This design comes from an exercise in tuning for small area and a short achievable clock period on the open sky130 flow, not from production work. In this exercise RTL edits were held to simulation tests only and were not proved equivalent to the original. Power and IR drop assume default switching activity.

// cache
module cache (
    input  logic        clk,
    input  logic        rst_n,
    input  logic        read_en,
    input  logic        write_en,
    input  logic [31:0] address,
    input  logic [31:0] write_data,
    output logic [31:0] read_data,
    output logic        hit
);
Size in the first run: about 1900 flip-flops, roughly 100 I/O pins, roughly 75000 um2 of cells after synthesis.
==> module cache, before the edit <==
module cache (
    input  logic        clk,
    input  logic        rst_n,
    input  logic        read_en,
    input  logic        write_en,
    input  logic [31:0] address,
    input  logic [31:0] write_data,
    output logic [31:0] read_data,
    output logic        hit
);
    localparam NSETS = 16;
    logic [25:0] tag;
    logic [3:0]  index;
    logic        access;
    assign tag    = address[31:6];
    assign index  = address[5:2];
    assign access = read_en | write_en;
    logic [25:0] tag0  [0:NSETS-1];
    logic [25:0] tag1  [0:NSETS-1];
    logic [31:0] data0 [0:NSETS-1];
    logic [31:0] data1 [0:NSETS-1];
    logic [NSETS-1:0] v1;
    logic [NSETS-1:0] lru;
    logic [NSETS-1:0] sel;
    always_comb begin
        for (int s = 0; s < NSETS; s++) sel[s] = (index == s);
    end
    logic [NSETS-1:0] h0, h1, h0_n, h1_n;
    genvar gs;
    generate
        for (gs = 0; gs < NSETS; gs++) begin : g_set
            cache_line_match u_m0 (.stored(tag0[gs]), .tag(tag), .valid(v1[gs] | lru[gs]),
                                   .sel(sel[gs]), .y(h0[gs]), .y_n(h0_n[gs]));
            cache_line_match u_m1 (.stored(tag1[gs]), .tag(tag), .valid(v1[gs]),
                                   .sel(sel[gs]), .y(h1[gs]), .y_n(h1_n[gs]));
        end
    endgenerate
    cache_or32n u_hit (.in_n({h1_n, h0_n}), .y(hit));
    logic [NSETS-1:0] hs;
    assign hs = h0 | h1;
    logic [31:0] data_out;
    always_comb begin
        data_out = '0;
        for (int s = 0; s < NSETS; s++) begin
            data_out = data_out | ({32{h0[s]}} & data0[s]) | ({32{h1[s]}} & data1[s]);
        end
    end
    logic [31:0] fill;
    assign fill = write_en ? write_data : address;
    always_ff @(posedge clk or negedge rst_n) begin
        if (!rst_n) begin
            v1        <= '0;
            lru       <= '0;
            read_data <= '0;
        end else if (access) begin
            read_data <= data_out;
            for (int s = 0; s < NSETS; s++) begin
                if (sel[s]) begin
                    if (hs[s]) begin
                        lru[s] <= h0[s];
                    end else begin
                        lru[s] <= ~lru[s];
                        if (lru[s]) v1[s] <= 1'b1;
                    end
                end
            end
        end
    end
    always_ff @(posedge clk) begin
        for (int s = 0; s < NSETS; s++) begin
            if (access && sel[s]) begin
                if (!hs[s] && !lru[s]) tag0[s] <= tag;
                if (!hs[s] &&  lru[s]) tag1[s] <= tag;
                if ((h0[s] && write_en) || (!hs[s] && !lru[s])) data0[s] <= fill;
                if ((h1[s] && write_en) || (!hs[s] &&  lru[s])) data1[s] <= fill;
            end
        end
    end
endmodule
clock: 8.0 ns
lec_check: 0
cap_margin: 5
core_margin: 2
core_utilization: 55
cts_cluster_diameter: 60
cts_cluster_size: 30
setup_slack_margin: 4.0
slew_margin: 5
synth_hierarchical: 1
synth_minimum_keep_size: 0
tns_end_percent: 5
run.sh (not shown) runs the stock make flow with config.mk's settings and CLKGATE_MAP_FILE= SYNTH_SCRIPT=/design/flow/synth_recipe.tcl, a recipe that flattens the netlist after the stock synthesis.
Next try:
--- a/flow/design.v
+++ b/flow/design.v
@@ -94,10 +94,11 @@
                                    .sel(sel[gs]), .y(h1[gs]), .y_n(h1_n[gs]));
         end
     endgenerate
     cache_or32n u_hit (.in_n({h1_n, h0_n}), .y(hit));
-    logic [NSETS-1:0] hs;
-    assign hs = h0 | h1;
+    logic w0_hit, w1_hit;
+    assign w0_hit = |h0;
+    assign w1_hit = |h1;
     logic [31:0] data_out;
     always_comb begin
         data_out = '0;
         for (int s = 0; s < NSETS; s++) begin
@@ -114,10 +115,10 @@
         end else if (access) begin
             read_data <= data_out;
             for (int s = 0; s < NSETS; s++) begin
                 if (sel[s]) begin
-                    if (hs[s]) begin
-                        lru[s] <= h0[s];
+                    if (hit) begin
+                        lru[s] <= w0_hit;
                     end else begin
                         lru[s] <= ~lru[s];
                         if (lru[s]) v1[s] <= 1'b1;
                     end
@@ -127,12 +128,12 @@
     end
     always_ff @(posedge clk) begin
         for (int s = 0; s < NSETS; s++) begin
             if (access && sel[s]) begin
-                if (!hs[s] && !lru[s]) tag0[s] <= tag;
-                if (!hs[s] &&  lru[s]) tag1[s] <= tag;
-                if ((h0[s] && write_en) || (!hs[s] && !lru[s])) data0[s] <= fill;
-                if ((h1[s] && write_en) || (!hs[s] &&  lru[s])) data1[s] <= fill;
+                if (!hit && !lru[s]) tag0[s] <= tag;
+                if (!hit &&  lru[s]) tag1[s] <= tag;
+                if ((h0[s] && write_en) || (!hit && !lru[s])) data0[s] <= fill;
+                if ((h1[s] && write_en) || (!hit &&  lru[s])) data1[s] <= fill;
             end
         end
     end
 endmodule
First-iteration DRC count is higher by 20%.
Total power decreases by 0.49%.
Combinational power hardly moves.
Setup slack gains 61 ps.
Routed wire length climbs by 7.0%.
Critical path depth rose by 2.
Final area barely changes.
Non-clock buffer count increases by 36.
Register-to-register slack gets worse by 600 ps.
Fmax increases by 1.2%.
Global-route usage climbs by 2.8 points.
Sequential share of layout area stays flat.

[static timing again, ports no longer ideal]
The flow's constraints put no driver on any port. The routed layouts listed below were extracted and timed again, unchanged, in two steps.
Step 1 (the two cells are an assumption about what drives the block):
set clk [get_ports {clk}]
set_driving_cell -lib_cell sky130_fd_sc_hd__clkbuf_16 $clk
set_driving_cell -lib_cell sky130_fd_sc_hd__buf_2 [delete_from_list [all_inputs] $clk]
Step 2 also shifts input and output timing later by t, the mid clock arrival at the registers, as if the neighbouring blocks saw the same clock.
Three values: ideal ports, drivers, drivers and shift; two values: the first two.
| run | t (ns) | setup slack, ns | worst setup path after step 2 | latest minus earliest clock arrival (ns) | worst slew at a driven data input, ns |
|---|---|---|---|---|---|
| the first run | 0.862 | 2.874 / 2.596 / 2.486 | input to register | 0.048 / 0.048 | 0.37 |
| the second run | 0.870 | 2.935 / 2.629 / 1.942 | input to register | 0.042 / 0.042 | 0.42 |
After both steps setup and hold are still met in every run listed. For the second run, which loses most, drivers alone change the setup slack by -0.306 ns; drivers and shift together by -0.993 ns.
